Context: an optimization exercise on an open-source flow, tuned for small area, a short achievable clock period and few clock cycles per item. The choices shown serve that exercise and are no tape-out recipe. Function was checked by simulation only, so behaviour that the tests miss may differ from the original. Power figures rest on the tool's default switching activity, not on a simulated workload.

Setup of the baseline:
## mnist_head
module mnist_head (
    input clk,
    input rst,
    input start,
    output [6:0] act_addr,
    input [3:0] act_data,
    output [3:0] predicted_class,
    output [39:0] logits,
    output [127:0] hidden,
    output done
);
==> flow/config.mk <==
export PLATFORM = sky130hd
export DESIGN_NAME = mnist_head
export DESIGN_NICKNAME = mnist_head
export VERILOG_FILES = /design/flow/design.v
export SDC_FILE = /design/flow/constraint.sdc
export NUM_CORES = 4
export LEC_CHECK = 0
export CAP_MARGIN = 35
export CORE_MARGIN = 2
export CORE_UTILIZATION = 30
export PLACE_DENSITY = 0.5
export SLEW_MARGIN = 20
export SYNTH_MEMORY_MAX_BITS = 32768
export SETUP_SLACK_MARGIN = 8.9
==> flow/constraint.sdc <==
create_clock -name core_clock -period 12.5 [get_ports {clk}]
set_input_delay 2.5000 -clock core_clock [delete_from_list [all_inputs] [get_ports {clk}]]
set_output_delay 2.5000 -clock core_clock [all_outputs]
set_load 0.01 [all_outputs]
standard.sh (not shown) runs the stock make flow with config.mk's settings and CLKGATE_MAP_FILE= SYNTH_SCRIPT=/design/flow/synth_recipe.tcl, a recipe that flattens the netlist after the stock synthesis.
==> flow/flow/run.sh <==
#!/bin/bash
set -euo pipefail
echo "export SETUP_SLACK_MARGIN = 8.9" >> config.mk

bash standard.sh > standard.log 2>&1
Testbench counts of the baseline, summed over its fixed seeds: cycles 47,688, inferences 320.
Modified inputs, the candidate compared to the baseline
-- flow/config.mk --
<<< the baseline, line 10
export CORE_UTILIZATION = 30
export PLACE_DENSITY = 0.5
export SLEW_MARGIN = 20
>>> the candidate, line 10
export CORE_UTILIZATION = 30
export SLEW_MARGIN = 20
==> results.txt <==
- For the overall via count from detail_route, the candidate came in 242 lower than the baseline did.
- The candidate and the baseline ended up with roughly the same post-route worst hold slack.
- The baseline -> the candidate: number of antenna violations at the first check in global routing decreased by more than 10%
- Total of fill cells in the finished design went down slightly going from the baseline to the candidate.
- Compared with the baseline, in the candidate total power after layout up 0.000094 W; post-route fraction of the period consumed by the critical path down 1.0 points; maximum frequency up 8.2 MHz.
- On area of all placed cells without fillers, the baseline and the candidate are basically level.

---

oak:
Another version of the RTL of mnist_head (not shown whole).
For scale: roughly 5900 cells after synthesis, ~190 I/O pins, ~0.047 mm^2 of cells after synthesis.
// mnist_head
module mnist_head (
    input clk,
    input rst,
    input start,
    output [6:0] act_addr,
    input [3:0] act_data,
    output [3:0] predicted_class,
    output [39:0] logits,
    output [127:0] hidden,
    output done
);
==> flow/config.mk <==
export PLATFORM = sky130hd
export DESIGN_NAME = mnist_head
export DESIGN_NICKNAME = mnist_head
export VERILOG_FILES = /design/flow/design.v
export SDC_FILE = /design/flow/constraint.sdc
export NUM_CORES = 4
export LEC_CHECK = 0
export CAP_MARGIN = 35
export CORE_MARGIN = 2
export CORE_UTILIZATION = 55
export SLEW_MARGIN = 20
export SYNTH_MEMORY_MAX_BITS = 32768
export SETUP_SLACK_MARGIN = 8.9
==> flow/constraint.sdc <==
create_clock -name core_clock -period 12.5 [get_ports {clk}]
set_input_delay 2.5000 -clock core_clock [delete_from_list [all_inputs] [get_ports {clk}]]
set_output_delay 2.5000 -clock core_clock [all_outputs]
set_load 0.01 [all_outputs]
==> flow/flow/run.sh <==
#!/bin/bash
set -euo pipefail
echo "export SETUP_SLACK_MARGIN = 8.9" >> config.mk
bash standard.sh > standard.log 2>&1
Status(oak) = ERROR, stage = global routing
Testbench counts of oak, summed over its fixed seeds: cycles 47,688, inferences 320.
Changes in pine relative to oak:
Settings: swapping 8.9 for 5 in SETUP_SLACK_MARGIN.
==> flow/run.sh (new file) <==
#!/bin/bash
# synth_recipe.tcl (not shown) runs the flow's synth.tcl, then flattens the netlist and writes it again
# the make line also repeats each setting of config.mk as NAME=value (left out here)
make -C /OpenROAD-flow-scripts/flow DESIGN_CONFIG=/design/flow/config.mk WORK_HOME=/design/flow/orfs CLKGATE_MAP_FILE= SYNTH_SCRIPT=/design/flow/synth_recipe.tcl finish
removed: flow/flow/run.sh
removed: flow/standard.sh
### Flow results
Diff oak -> pine: post-placement setup slack went down by 0.23 ns; post-synthesis cell type count was more or less identical; post-synthesis xor/xnor area fraction was more or less identical; number of post-CTS setup repair buffers went down by 163; number of placed instances, taps included was more or less identical. Compared with oak, pine shows HPWL after detailed placement that has gone down slightly. What ended pine was a tool error in global routing; the run never finished. Cmp pine and oak / quantity of gates resized following cts / higher: oak.

---

## job 5596
mnist_head, a different RTL version from the one above (not shown whole).
Size in the first run: roughly 5,900 cells after synthesis, ~620 flip-flops, about 190 I/O pins, about 0.045 mm^2 of cells after synthesis.
## mnist_head
module mnist_head (
    input clk,
    input rst,
    input start,
    output [6:0] act_addr,
    input [3:0] act_data,
    output [3:0] predicted_class,
    output [39:0] logits,
    output [127:0] hidden,
    output done
);
clock: 12.5 ns
lec_check: 0
cap_margin: 35
core_margin: 2
core_utilization: 35
setup_slack_margin: 5
slew_margin: 20
synth_memory_max_bits: 32768
run.sh (not shown) runs the stock make flow with config.mk's settings and CLKGATE_MAP_FILE= SYNTH_SCRIPT=/design/flow/synth_recipe.tcl, a recipe that flattens the netlist after the stock synthesis.
Stock flow here: none of the scripts above is used.
Testbench counts of job 5596, summed over its fixed seeds: cycles 47,688, inferences 320.
Edits applied to the flow inputs when going from job 5596 to job 1000:
==> flow/flow/run.sh (new file) <==
#!/bin/bash
set -euo pipefail
echo "export SETUP_SLACK_MARGIN = 9.2" >> config.mk

bash standard.sh > standard.log 2>&1
==> flow/standard.sh (new file) <==
#!/bin/bash
# synth_recipe.tcl (not shown) runs the flow's synth.tcl, then flattens the netlist and writes it again
# the make line also repeats each setting of config.mk as NAME=value (left out here)
make -C /OpenROAD-flow-scripts/flow DESIGN_CONFIG=/design/flow/config.mk WORK_HOME=/design/flow/orfs CLKGATE_MAP_FILE= SYNTH_SCRIPT=/design/flow/synth_recipe.tcl "${@:-finish}"
diff --git a/flow/config.mk b/flow/config.mk
--- a/flow/config.mk
+++ b/flow/config.mk
@@ -8,6 +8,6 @@
 export CAP_MARGIN = 35
 export CORE_MARGIN = 2
-export CORE_UTILIZATION = 35
-export SETUP_SLACK_MARGIN = 5
+export CORE_UTILIZATION = 30
 export SLEW_MARGIN = 20
 export SYNTH_MEMORY_MAX_BITS = 32768
+export SETUP_SLACK_MARGIN = 9.2
removed: flow/run.sh
Results
[compare] base=job 5596 new=job 1000: power density over the cells +1.5%, switching power as a share of total power went up, top achievable clock speed now sits higher, logic depth of the worst path, buffers included fell by 14, area of placed instances saw an increase.
Between job 1000 and job 5596, combinational cell fraction of total power is lower for job 5596, job 1000 comes in above that.
Looking at height of the die, job 1000 sits 7.9% higher than job 5596 does.
Looking at clock share of power, job 1000 sits 1.8 points lower than job 5596 does.
The fraction of standard cell area that is sequential of job 1000 is lower than that of job 5596.
[job 1000 vs job 5596] time the worst path needs with I/O delays and setup: lower in job 1000
Here is what was changed in the inputs of job 1803 compared with job 1000.
==> flow/flow/run.sh <==
#!/bin/bash
set -euo pipefail
echo "export SETUP_SLACK_MARGIN = 8.9" >> config.mk

bash standard.sh > standard.log 2>&1
diff --git a/flow/config.mk b/flow/config.mk
--- a/flow/config.mk
+++ b/flow/config.mk
@@ -11,3 +11,3 @@
 export SLEW_MARGIN = 20
 export SYNTH_MEMORY_MAX_BITS = 32768
-export SETUP_SLACK_MARGIN = 9.2
+export SETUP_SLACK_MARGIN = 8.9
### Flow results
- Each of the runs, namely job 1803 and job 1000, reached the end of the flow and came out clean.
- Lower layout overhead on the synthesized area was reported by job 1803, not job 1000.
- Cell count shrinks by a few percent when moving from job 1000 to job 1803.
- The via count of job 1803 was superior to that of job 1000.
- Measured against each other, job 1803 and job 1000 differ in multi-input combinational area share, the higher figure coming from job 1803.
- | routed wire length | job 1000 vs job 1803 | ≈ equal |
- Relative to job 1000, global router's overall resource usage has increased by 0.20 points in job 1803.
- A launching instance or port of the critical path of ctrl.alr[11] is what job 1803 shows, while u13.acc[7] belongs to job 1000.
- Relative to job 1000, the total clock buffers created by CTS of job 1803 is lower by 3.
- Re number of placement rows: no difference whatsoever between job 1803 and job 1000.
- Cell area | job 1803 vs job 1000 | job 1803 smaller
- Going from job 1000 to job 1803, sequential fraction of total cell area grows by 1.4 points.
- The placed instance area on job 1000 is in line with that on job 1803.

---

mnist_head, a different RTL version from the one above (not shown whole).
Size in the first run: roughly 5800 cells after synthesis, about 580 flip-flops, about 190 I/O pins, about 0.044 mm^2 of cells after synthesis.
Settings: LEC_CHECK=0, CAP_MARGIN=35, CORE_MARGIN=2, CORE_UTILIZATION=30, SLEW_MARGIN=20, SYNTH_MEMORY_MAX_BITS=32768, SETUP_SLACK_MARGIN=8.9; clock period 12.5 ns.
standard.sh (not shown) runs the stock make flow with config.mk's settings and CLKGATE_MAP_FILE= SYNTH_SCRIPT=/design/flow/synth_recipe.tcl, a recipe that flattens the netlist after the stock synthesis.
==> flow/flow/run.sh <==
#!/bin/bash
set -euo pipefail
echo "export SETUP_SLACK_MARGIN = 8.9" >> config.mk

bash standard.sh > standard.log 2>&1
Testbench counts at the start, summed over its fixed seeds: cycles 47,688, inferences 320.
Then changed:
--- a/flow/flow/run.sh
+++ b/flow/flow/run.sh
@@ -4 +3,0 @@
-
--- a/flow/config.mk
+++ b/flow/config.mk
@@ -10 +10 @@
-export CORE_UTILIZATION = 30
+export CORE_UTILIZATION = 47
Now the flow stopped in global routing (5_1_grt).
Synthesized cell count stays the same.
Synthesized area is unchanged.
Then changed:
--- a/flow/config.mk
+++ b/flow/config.mk
@@ -10 +10 @@
-export CORE_UTILIZATION = 47
+export CORE_UTILIZATION = 40
What happened: The new run died in global routing (5_1_grt) (GRT-0116). Area after synthesis does not change. Synthesized cell count does not change.

-- static timing again, ports no longer ideal --
No port has a modelled driver above. Below, the same layouts with a new extraction and two added sets of constraints. Step 1 sets driving cells, clkbuf_16 on the clock port and buf_2 on the other inputs (assumed; they add their load-dependent delay and slew). Step 2 moves the port delays by t, midway between the first and last clock arrival at a register: inputs arrive t later, outputs are due t later. That takes back most of the time a late clock gives input paths. Three values: ideal ports, drivers, drivers and shift; two values: the first two.
run	shift t [ns]	setup WS [ns]	worst hold slack (ns)	latest minus earliest clock arrival (ns)	slew at the worst register clock pin (ns)
the baseline	0.812	8.443 / 8.443 / 8.157	0.492 / 0.492 / 0.492	0.062 / 0.062	0.08 / 0.08
the candidate	0.807	8.573 / 8.573 / 8.167	0.493 / 0.493 / 0.493	0.051 / 0.051	0.07 / 0.07
job 5596	0.789	7.511 / 7.511 / 7.501	0.458 / 0.458 / 0.458	0.046 / 0.046	0.09 / 0.09
job 1000	0.823	8.635 / 8.551 / 8.424	0.465 / 0.465 / 0.465	0.084 / 0.083	0.07 / 0.07
job 1803	0.810	8.518 / 8.518 / 8.269	0.459 / 0.459 / 0.459	0.038 / 0.038	0.07 / 0.07
the first run of note 4	0.814	8.515 / 8.515 / 8.187	0.463 / 0.463 / 0.463	0.074 / 0.074	0.08 / 0.08
After both steps every run listed still meets setup and hold. The setup slack of the candidate, which loses most, moves by 0.000 ns with the drivers and by -0.406 ns with both steps.
